What follows belongs to an exercise in optimizing a design on an open flow for small area; a production flow would make more cautious choices. Only simulation tests tie the RTL to the original design; equivalence was not proved. No driver is modelled on the clock port, so clock power and skew are understated where the tree is cut down; a real chip needs a root buffer or a tree. Power and IR drop assume default switching activity.

==> flow/design.v <==
module clock(
input clk,
input rst,
input hours_increment,
input hours_decrement,
input mins_increment,
input mins_decrement,
output [7:0] SEG,
output [5:0] ENABLE
    );
reg [3:0] seconds;
reg [2:0] t_secs;
reg [3:0] minutes;
reg [2:0] t_mins;
reg [3:0] hours;
reg       t_hours;
wire hour_inc, hour_dec, min_inc, min_dec;
wire sec;     
debouncer inst1 (.CLK(clk), .rst(rst), .switch_input(hours_increment), .trans_dn(hour_inc));
debouncer inst2 (.CLK(clk), .rst(rst), .switch_input(hours_decrement), .trans_dn(hour_dec));
debouncer inst3 (.CLK(clk), .rst(rst), .switch_input(mins_increment), .trans_dn(min_inc));
debouncer inst4 (.CLK(clk), .rst(rst), .switch_input(mins_decrement), .trans_dn(min_dec));
refresh in(.clk(clk), .rst(rst), .seconds(seconds), .t_secs(t_secs), .minutes(minutes),
           .t_mins(t_mins), .hours(hours), .t_hours(t_hours), .sec(sec), .SEG(SEG), .ENABLE(ENABLE));
wire s9  = seconds[3] & seconds[0];
wire ts5 = t_secs[2] & t_secs[0];
wire m9  = minutes[3] & minutes[0];
wire m0  = ~|minutes;
wire tm5 = t_mins[2] & t_mins[0];
wire tm0 = ~|t_mins;
wire b_hu = hour_inc;
wire b_hd = hour_dec & ~hour_inc;
wire b_mu = min_inc & ~hour_inc & ~hour_dec;
wire b_md = min_dec & ~hour_inc & ~hour_dec & ~min_inc;
wire c_s  = sec & s9;         
wire c_m  = c_s & ts5;        
wire c_h  = c_m & m9 & tm5;   
wire m_up = c_m | b_mu;
wire m_dn = b_md & ~c_m;
wire tm_up = m_up & m9;
wire tm_dn = b_md & m0;       
wire h_up = c_h | b_hu;
wire h_dn = b_hd & ~c_h;
wire up_t = t_hours ? (hours == 4'd2) : (hours == 4'd9);    
wire dn_t = t_hours ? (hours == 4'd0) : (hours == 4'd1);    
wire [3:0] h_inc = up_t ? {3'b000, t_hours} : hours + 4'd1;
wire [3:0] h_dec = dn_t ? {t_hours, 1'b0, ~t_hours, t_hours} : hours - 4'd1;
always @(posedge clk)
if (rst)
begin
	seconds <= 0;
	t_secs <= 0;
	minutes <= 0;
	t_mins <= 0;
	hours <= 0;
	t_hours <= 0;
end
else
begin
	if (sec) seconds <= s9 ? 4'd0 : seconds + 4'd1;
	if (c_s) t_secs <= ts5 ? 3'd0 : t_secs + 3'd1;
	if (m_up) minutes <= m9 ? 4'd0 : minutes + 4'd1;
	else if (m_dn) minutes <= m0 ? 4'd9 : minutes - 4'd1;
	if (tm_up) t_mins <= tm5 ? 3'd0 : t_mins + 3'd1;
	else if (tm_dn) t_mins <= tm0 ? 3'd5 : t_mins - 3'd1;
	if (h_up) hours <= h_inc;
	else if (h_dn) hours <= h_dec;
	t_hours <= t_hours ^ ((h_up & up_t) | (b_hd & dn_t));
end
endmodule
module debouncer(
    input CLK,
    input rst,
    input switch_input,
    output trans_dn
    );
reg sync_0_n;    
reg sync_1;
reg state;
reg [6:0] cnt_y;
wire [6:0] x = cnt_y ^ 7'b0101010;
wire idle = (state == sync_1);
wire z = ~|x[5:0];
wire finished = z & ~x[6];
wire fb = x[6] ^ (x[5] | z);
always @(posedge CLK)
begin
  sync_0_n <= ~(switch_input & ~rst);
  sync_1 <= ~(sync_0_n | rst);
  state <= ~rst & (finished ? sync_1 : state);
end
always @(posedge CLK)
  cnt_y <= (idle ? 7'b0000001 : {x[5:0], fb}) ^ 7'b0101010;
assign trans_dn = finished & sync_1 & ~state;
endmodule
module refresh(
    input clk,
    input rst,
    input [3:0] seconds, input [2:0] t_secs, input [3:0] minutes,
    input [2:0] t_mins, input [3:0] hours, input t_hours,
    output sec,
    output [7:0] SEG,
    output reg [5:0] ENABLE
    );
reg [5:0] pre;
reg [2:0] posn;
reg [5:0] hi;
reg [3:0] digit_data;      
reg [3:0] digit_shown_n;   
wire step = ~pre[0] & ~pre[1] & ~pre[3] & ~pre[5];    
wire hi_last = ~hi[0] & hi[2] & hi[3] & ~hi[5];      
wire p5 = posn[2] & posn[0] & ~posn[1];
assign sec = step & p5 & hi_last;
always @(posedge clk)
begin
  digit_shown_n <= ~(digit_data | {4{rst}});
  pre <= (rst | step) ? 6'b000001 : {pre[4:0], pre[5] ^ pre[0]};
end
always @(posedge clk)
if (rst)
begin
  posn <= 3'd7;
  hi <= 6'b000010;
  digit_data <= 0;
end
else if (step)
begin
  posn <= p5 ? 3'd0 : (posn == 3'd7) ? 3'd1 : posn + 3'd1;
  if (p5) hi <= hi_last ? 6'b000010 : {hi[4:0], hi[5] ^ hi[0]};
  case (posn)
    3'd1: digit_data <= {1'b0, t_secs};
    3'd2: digit_data <= minutes;
    3'd3: digit_data <= {1'b0, t_mins};
    3'd4: digit_data <= hours;
    3'd5: digit_data <= {3'b000, t_hours};
    default: digit_data <= seconds;
  endcase
end
always @*
  case (posn)
    3'd1: ENABLE = 6'b111110;
    3'd2: ENABLE = 6'b111101;
    3'd3: ENABLE = 6'b111011;
    3'd4: ENABLE = 6'b110111;
    3'd5: ENABLE = 6'b101111;
    3'd0: ENABLE = 6'b011111;
    default: ENABLE = 6'b000000;
  endcase
to_7_seg decoder(.count(~digit_shown_n), .SEG(SEG));
endmodule
module to_7_seg(
		input  [3:0] count,
		output [7:0] SEG
    );
wire [15:0] is = 16'd1 << count;    
wire valid = ~count[3] | ~(count[2] | count[1]);
assign SEG[7] = valid & ~(is[1] | is[4]);
assign SEG[6] = valid & ~(is[5] | is[6]);
assign SEG[5] = valid & ~is[2];
assign SEG[4] = valid & ~(is[1] | is[4] | is[7]);
assign SEG[3] = is[0] | is[2] | is[6] | is[8];
assign SEG[2] = is[0] | is[4] | is[5] | is[6] | is[8] | is[9];
assign SEG[1] = valid & ~(is[0] | is[1] | is[7]);
assign SEG[0] = 1'b0;
endmodule
export LEC_CHECK = 0
export ABC_AREA = 1
export CAP_MARGIN = 20
export CORE_MARGIN = 2
export CORE_UTILIZATION = 40
export PLACE_DENSITY = 0.6
export SLEW_MARGIN = 20
create_clock -name core_clock -period 10.0 [get_ports {clk}]
standard.sh (not shown) runs the stock make flow with config.mk's settings and CLKGATE_MAP_FILE= SYNTH_SCRIPT=/design/flow/synth_recipe.tcl, a recipe that flattens the netlist after the stock synthesis.
==> flow/flow/run.sh <==
#!/bin/bash
# Layout flow: the standard synthesis; then the combinational logic between the
# registers re-mapped for area by ABC, every register instance kept as synthesis made
# it, and the result proven equivalent to the standard netlist; then the standard
# layout from floorplan to finish, with the smallest buffer on the ports and a flat
# clock tree (post_cts.tcl).
set -euo pipefail
cd "$(dirname "$0")/.."
W=$PWD
R=$W/orfs/results/$FLOW_PLATFORM/clock/base
LIB=$FLOW_HOME/platforms/$FLOW_PLATFORM/lib/sky130_fd_sc_hd__tt_025C_1v80.lib

bash standard.sh synth > $W/std_synth.log 2>&1
cp $R/1_2_yosys.v $W/std_netlist.v

# candidate re-mappings; the smallest one proven equivalent is kept
SCRIPTS=(
  "+strash;&get -n;&deepsyn -T 60;&put;dch -f;&get -n;&nf -R 1000;&put;mfs2;strash;dch -f;&get -n;&nf -R 1000;&put;topo"
  "+strash;&get -n;&deepsyn -T 60;&put;&get -n;&dch -f;&nf -R 1000;&put;topo"
  "+strash;ifraig;dc2;dch -f;map -a;mfs2;strash;dch -f;map -a;mfs2;strash;dch -f;map -a;topo"
)
best=$W/std_netlist.v
best_area=$(awk '/Chip area/ {print $NF}' <(yosys -p "read_liberty -lib $LIB; read_verilog $W/std_netlist.v; stat -liberty $LIB" 2>&1))
echo "standard netlist area $best_area" > $W/resynth_summary.log
for i in "${!SCRIPTS[@]}"; do
  (
    RS_LIB=$LIB RS_IN=$W/std_netlist.v RS_OUT=$W/resynth_$i.v RS_TOP=$FLOW_TOP RS_SCRIPT="${SCRIPTS[$i]}" \
      yosys -c $W/flow/resynth.tcl > $W/resynth_$i.log 2>&1 || true
    EQ_LIB=$LIB EQ_A=$W/std_netlist.v EQ_B=$W/resynth_$i.v EQ_TOP=$FLOW_TOP \
      yosys -c $W/flow/equiv.tcl > $W/equiv_$i.log 2>&1 && touch $W/resynth_$i.ok || true
  ) &
done
wait
for i in "${!SCRIPTS[@]}"; do
  [[ -f $W/resynth_$i.ok ]] || { echo "script $i: not proven" >> $W/resynth_summary.log; continue; }
  a=$(awk '/Chip area/ {print $NF}' $W/resynth_$i.v.stat)
  echo "script $i: area $a" >> $W/resynth_summary.log
  if awk -v a="$a" -v b="$best_area" 'BEGIN {exit !(a < b)}'; then best=$W/resynth_$i.v; best_area=$a; fi
done
echo "kept $best ($best_area)" >> $W/resynth_summary.log

# the register instances must be the standard synthesis's, unchanged
grep -E 'sky130_fd_sc_hd__(df|edf|sdf|dl)' $W/std_netlist.v | sort > $W/regs_std.txt
grep -E 'sky130_fd_sc_hd__(df|edf|sdf|dl)' $best | sort > $W/regs_new.txt
cmp $W/regs_std.txt $W/regs_new.txt

cp $best $R/1_2_yosys.v
rm -f $R/1_synth.odb $R/1_synth.sdc
bash standard.sh \
  "BUFFER_PORTS_ARGS=-buffer_cell sky130_fd_sc_hd__buf_1" \
  "CTS_ARGS=-sink_clustering_enable -repair_clock_nets -dont_use_dummy_load -buf_list sky130_fd_sc_hd__clkbuf_8 -root_buf sky130_fd_sc_hd__clkbuf_8" \
  "POST_CTS_TCL=$W/flow/post_cts.tcl" \
  finish > $W/std_layout.log 2>&1
==> flow/flow/post_cts.tcl <==
# Replace the clock tree that CTS built by a flat one: the clock port drives
# one root cell (clk_root; none if empty), which drives nbuf leaf cells (bufm),
# each placed at the centre of a cluster of registers and driving that
# cluster's clock pins. With inverters the root and the leaves are both
# inverters, so the registers see the clock's own polarity.
set nbuf 5
if {[info exists ::env(CLK_NBUF)]} { set nbuf $::env(CLK_NBUF) }
set bufm sky130_fd_sc_hd__inv_8
if {[info exists ::env(CLK_BUF)]} { set bufm $::env(CLK_BUF) }
set clk_root sky130_fd_sc_hd__inv_4
if {[info exists ::env(CLK_ROOT)]} { set clk_root $::env(CLK_ROOT) }
set block [ord::get_db_block]
set db [ord::get_db]
set clk_port_net [$block findNet clk]

# register clock pins
set sinks {}
foreach inst [$block getInsts] {
  if {[[$inst getMaster] isSequential]} {
    lappend sinks [$inst findITerm CLK]
  }
}
# remove the CTS buffers
foreach inst [$block getInsts] {
  set n [$inst getName]
  if {[string match "clkbuf_*" $n] || [string match "clkload*" $n]} {
    set outs {}
    foreach it [$inst getITerms] {
      if {[$it isOutputSignal]} { set net [$it getNet]; if {$net != "NULL"} { lappend outs $net } }
    }
    odb::dbInst_destroy $inst
    foreach net $outs { if {[$net getName] != "clk"} { odb::dbNet_destroy $net } }
  }
}
foreach it $sinks {
  if {[$it getNet] != "NULL"} { $it disconnect }
}
# k-means on the register locations
set pts {}
foreach it $sinks {
  set b [[$it getInst] getBBox]
  lappend pts [list [expr {([$b xMin]+[$b xMax])/2.0}] [expr {([$b yMin]+[$b yMax])/2.0}]]
}
set n [llength $pts]
set cent {}
set sorted [lsort -real -index 0 $pts]
for {set k 0} {$k < $nbuf} {incr k} {
  lappend cent [lindex $sorted [expr {int(($k + 0.5) * $n / $nbuf)}]]
}
for {set iter 0} {$iter < 50} {incr iter} {
  set asg {}
  foreach p $pts {
    set best 0; set bd 1e30
    for {set k 0} {$k < $nbuf} {incr k} {
      set c [lindex $cent $k]
      set d [expr {abs([lindex $p 0]-[lindex $c 0]) + abs([lindex $p 1]-[lindex $c 1])}]
      if {$d < $bd} { set bd $d; set best $k }
    }
    lappend asg $best
  }
  set new {}
  for {set k 0} {$k < $nbuf} {incr k} {
    set sx 0; set sy 0; set c 0
    foreach p $pts a $asg { if {$a == $k} { set sx [expr {$sx+[lindex $p 0]}]; set sy [expr {$sy+[lindex $p 1]}]; incr c } }
    if {$c > 0} { lappend new [list [expr {$sx/$c}] [expr {$sy/$c}]] } else { lappend new [lindex $cent $k] }
  }
  set cent $new
}
set master [$db findMaster $bufm]
set leaf_in_net $clk_port_net
set in_pin A
set out_pin X
if {[string match "*__inv_*" $bufm] || [string match "*__clkinv_*" $bufm]} { set out_pin Y }
if {$clk_root != ""} {
  set rinst [odb::dbInst_create $block [$db findMaster $clk_root] "clkbuf_flat_root"]
  set leaf_in_net [odb::dbNet_create $block "clknet_flat_root"]
  $leaf_in_net setSigType CLOCK
  set rout X
  if {[string match "*__inv_*" $clk_root] || [string match "*__clkinv_*" $clk_root]} { set rout Y }
  [$rinst findITerm A] connect $clk_port_net
  [$rinst findITerm $rout] connect $leaf_in_net
  set sx 0; set sy 0
  foreach c $cent { set sx [expr {$sx + [lindex $c 0]}]; set sy [expr {$sy + [lindex $c 1]}] }
  $rinst setLocation [expr {int($sx / $nbuf)}] [expr {int($sy / $nbuf)}]
  $rinst setPlacementStatus PLACED
}
for {set k 0} {$k < $nbuf} {incr k} {
  set inst [odb::dbInst_create $block $master "clkbuf_flat_$k"]
  set net [odb::dbNet_create $block "clknet_flat_$k"]
  $net setSigType CLOCK
  [$inst findITerm $in_pin] connect $leaf_in_net
  [$inst findITerm $out_pin] connect $net
  set c [lindex $cent $k]
  $inst setLocation [expr {int([lindex $c 0])}] [expr {int([lindex $c 1])}]
  $inst setPlacementStatus PLACED
  foreach it $sinks a $asg { if {$a == $k} { $it connect $net } }
  puts "clock buffer $k: [llength [lsearch -all $asg $k]] registers"
}
detailed_placement
estimate_parasitics -placement
report_clock_skew
report_check_types -max_slew -max_capacitance
repair_timing -hold
detailed_placement
check_placement -verbose
==> flow/flow/resynth.tcl <==
# Re-map the combinational logic of a synthesized netlist for area, keeping every
# flip-flop instance (name, cell type, connections) as it is.
# env: RS_LIB (liberty), RS_IN (netlist), RS_OUT (netlist), RS_TOP, RS_SCRIPT (abc script)
set lib $::env(RS_LIB)
yosys read_liberty -ignore_miss_func $lib
yosys read_verilog -defer $::env(RS_IN)
yosys hierarchy -top $::env(RS_TOP)
# keep sequential cells as instances
yosys setattr -mod -set keep_hierarchy 1 {*__df*} {*__edf*} {*__sdf*} {*__dl*} {*__conb*}
yosys flatten
yosys rename -hide w:_*_.*
yosys opt_clean -purge
yosys opt -purge
yosys abc -liberty $lib -script $::env(RS_SCRIPT) -dont_use *probe* -dont_use *lpflow* -dont_use *clkbuf* -dont_use *clkinv* -dont_use *dly* -dont_use *conb*
yosys opt_clean -purge
yosys setundef -zero
yosys hilomap -singleton -hicell sky130_fd_sc_hd__conb_1 HI -locell sky130_fd_sc_hd__conb_1 LO
yosys insbuf -buf sky130_fd_sc_hd__buf_4 A X
yosys splitnets
yosys opt_clean -purge
yosys select $::env(RS_TOP)
yosys tee -o $::env(RS_OUT).stat stat -liberty $lib
yosys write_verilog -noattr -noexpr -nohex -nodec -selected $::env(RS_OUT)
Other scripts of this flow, unchanged in this note and not shown: flow/flow/equiv.tcl
The first run finished clean.
Rerun with:
--- a/flow/flow/run.sh
+++ b/flow/flow/run.sh
@@ -16,7 +16,7 @@
 # candidate re-mappings; the smallest one proven equivalent is kept
-SCRIPTS=(
-  "+strash;&get -n;&deepsyn -T 60;&put;dch -f;&get -n;&nf -R 1000;&put;mfs2;strash;dch -f;&get -n;&nf -R 1000;&put;topo"
-  "+strash;&get -n;&deepsyn -T 60;&put;&get -n;&dch -f;&nf -R 1000;&put;topo"
-  "+strash;ifraig;dc2;dch -f;map -a;mfs2;strash;dch -f;map -a;mfs2;strash;dch -f;map -a;topo"
-)
+SCRIPTS=()
+for seed in 0 1 2 3; do
+  SCRIPTS+=("+strash;&get -n;&deepsyn -T 60 -S $seed;&put;dch -f;&get -n;&nf -R 1000;&put;mfs2;strash;dch -f;&get -n;&nf -R 1000;&put;topo")
+done
+SCRIPTS+=("+strash;ifraig;dc2;dch -f;map -a;mfs2;strash;dch -f;map -a;mfs2;strash;dch -f;map -a;topo")
 best=$W/std_netlist.v
--- a/flow/flow/resynth.tcl
+++ b/flow/flow/resynth.tcl
@@ -17,3 +17,2 @@
 yosys hilomap -singleton -hicell sky130_fd_sc_hd__conb_1 HI -locell sky130_fd_sc_hd__conb_1 LO
-yosys insbuf -buf sky130_fd_sc_hd__buf_4 A X
 yosys splitnets
Settings changed: GPL_TIMING_DRIVEN set to 0.
Outcome: Via count climbs by 1.2%. Global-route usage went up by 0.18 points. Critical path depth is higher by 6. Fmax falls by 1.7%. Setup slack gets worse by 61 ps. Power grows by 0.39%. Hold slack gets worse by 22 ps. Cell area hardly moves.
Rerun with:
--- a/flow/flow/run.sh
+++ b/flow/flow/run.sh
@@ -18,3 +18,3 @@
 for seed in 0 1 2 3; do
-  SCRIPTS+=("+strash;&get -n;&deepsyn -T 60 -S $seed;&put;dch -f;&get -n;&nf -R 1000;&put;mfs2;strash;dch -f;&get -n;&nf -R 1000;&put;topo")
+  SCRIPTS+=("+strash;&get -n;&deepsyn -T 60 -S $seed;&put;dch -f;&get -n;&nf -R 1000;&put;mfs2;strash;dch -f;&get -n;&nf -R 1000;&put;mfs3 -a;topo")
 done
After rerunning: Power is about the same; design area shrinks slightly; worst setup slack is worse by 290 ps; critical path depth shrinks by 7; wire length shrinks by a few percent; area after synthesis shrinks slightly; die area shrinks slightly.
Rerun with:
--- a/flow/flow/run.sh
+++ b/flow/flow/run.sh
@@ -16,7 +16,7 @@
 # candidate re-mappings; the smallest one proven equivalent is kept
-SCRIPTS=()
-for seed in 0 1 2 3; do
-  SCRIPTS+=("+strash;&get -n;&deepsyn -T 60 -S $seed;&put;dch -f;&get -n;&nf -R 1000;&put;mfs2;strash;dch -f;&get -n;&nf -R 1000;&put;mfs3 -a;topo")
-done
-SCRIPTS+=("+strash;ifraig;dc2;dch -f;map -a;mfs2;strash;dch -f;map -a;mfs2;strash;dch -f;map -a;topo")
+SCRIPTS=(
+  "+strash;&get -n;&deepsyn -T 60;&put;dch -f;&get -n;&nf -R 1000;&put;mfs2;strash;dch -f;&get -n;&nf -R 1000;&put;topo"
+  "+strash;&get -n;&deepsyn -T 60;&put;&get -n;&dch -f;&nf -R 1000;&put;topo"
+  "+strash;ifraig;dc2;dch -f;map -a;mfs2;strash;dch -f;map -a;mfs2;strash;dch -f;map -a;topo"
+)
 best=$W/std_netlist.v
--- a/flow/flow/post_cts.tcl
+++ b/flow/flow/post_cts.tcl
@@ -1,12 +1,8 @@
 # Replace the clock tree that CTS built by a flat one: the clock port drives
-# one root cell (clk_root; none if empty), which drives nbuf leaf cells (bufm),
-# each placed at the centre of a cluster of registers and driving that
-# cluster's clock pins. With inverters the root and the leaves are both
-# inverters, so the registers see the clock's own polarity.
-set nbuf 5
+# CLK_NBUF buffers (CLK_BUF cells), each placed at the centre of a cluster of
+# registers and driving that cluster's clock pins.
+set nbuf 4
 if {[info exists ::env(CLK_NBUF)]} { set nbuf $::env(CLK_NBUF) }
-set bufm sky130_fd_sc_hd__inv_8
+set bufm sky130_fd_sc_hd__clkbuf_16
 if {[info exists ::env(CLK_BUF)]} { set bufm $::env(CLK_BUF) }
-set clk_root sky130_fd_sc_hd__inv_4
-if {[info exists ::env(CLK_ROOT)]} { set clk_root $::env(CLK_ROOT) }
 set block [ord::get_db_block]
@@ -69,19 +65,2 @@
 set master [$db findMaster $bufm]
-set leaf_in_net $clk_port_net
-set in_pin A
-set out_pin X
-if {[string match "*__inv_*" $bufm] || [string match "*__clkinv_*" $bufm]} { set out_pin Y }
-if {$clk_root != ""} {
-  set rinst [odb::dbInst_create $block [$db findMaster $clk_root] "clkbuf_flat_root"]
-  set leaf_in_net [odb::dbNet_create $block "clknet_flat_root"]
-  $leaf_in_net setSigType CLOCK
-  set rout X
-  if {[string match "*__inv_*" $clk_root] || [string match "*__clkinv_*" $clk_root]} { set rout Y }
-  [$rinst findITerm A] connect $clk_port_net
-  [$rinst findITerm $rout] connect $leaf_in_net
-  set sx 0; set sy 0
-  foreach c $cent { set sx [expr {$sx + [lindex $c 0]}]; set sy [expr {$sy + [lindex $c 1]}] }
-  $rinst setLocation [expr {int($sx / $nbuf)}] [expr {int($sy / $nbuf)}]
-  $rinst setPlacementStatus PLACED
-}
 for {set k 0} {$k < $nbuf} {incr k} {
@@ -90,4 +69,4 @@
   $net setSigType CLOCK
-  [$inst findITerm $in_pin] connect $leaf_in_net
-  [$inst findITerm $out_pin] connect $net
+  [$inst findITerm A] connect $clk_port_net
+  [$inst findITerm X] connect $net
   set c [lindex $cent $k]
--- a/flow/flow/resynth.tcl
+++ b/flow/flow/resynth.tcl
@@ -17,2 +17,3 @@
 yosys hilomap -singleton -hicell sky130_fd_sc_hd__conb_1 HI -locell sky130_fd_sc_hd__conb_1 LO
+yosys insbuf -buf sky130_fd_sc_hd__buf_4 A X
 yosys splitnets
Settings changed: GPL_TIMING_DRIVEN 0 to unset.
Result:
- cell area came out higher by 2.3%
- wire length came out lower by 0.41%
- synthesized cell count came out higher by 1.2%
- global-route usage grows by 0.61 points
- sequential share of layout area is lower by 1.1 points
No run of this note takes its clock network from TritonCTS; it comes from the design's own scripts or RTL.

port drivers added, routing unchanged:
The results above use ideal ports. As a check the final layouts listed here were re-extracted and re-timed, cells and wires unchanged. Step 1: set_driving_cell puts a clkbuf_16 on clk and a buf_2 on each other input, an assumption about the parent block. Step 2 moves the port delays by t, midway between the first and last clock arrival at a register: inputs arrive t later, outputs are due t later. That takes back most of the time a late clock gives input paths. Three values: ideal ports, drivers, drivers and shift; two values: the first two.
| run | t (ns) | setup slack, ns | hold slack, ns | worst setup path at the end | worst data-port slew with drivers (ns) |
|---|---|---|---|---|---|
| the first run | 0.260 | 6.513 / 6.476 / 6.675 | 0.373 / 0.373 / 0.373 | input to register | 0.04 |
| the second run | 0.260 | 6.451 / 6.437 / 6.449 | 0.351 / 0.351 / 0.351 | input to register | 0.03 |
| the third run | 0.261 | 6.166 / 6.131 / 6.346 | 0.378 / 0.378 / 0.378 | register to register | 0.05 |
| the fourth run | 0.222 | 6.599 / 6.521 / 6.653 | 0.378 / 0.378 / 0.378 | input to register | 0.04 |
After both steps setup and hold are still met in every run listed. The setup slack of the second run, which loses most, moves by -0.014 ns with the drivers and by -0.002 ns with both steps.
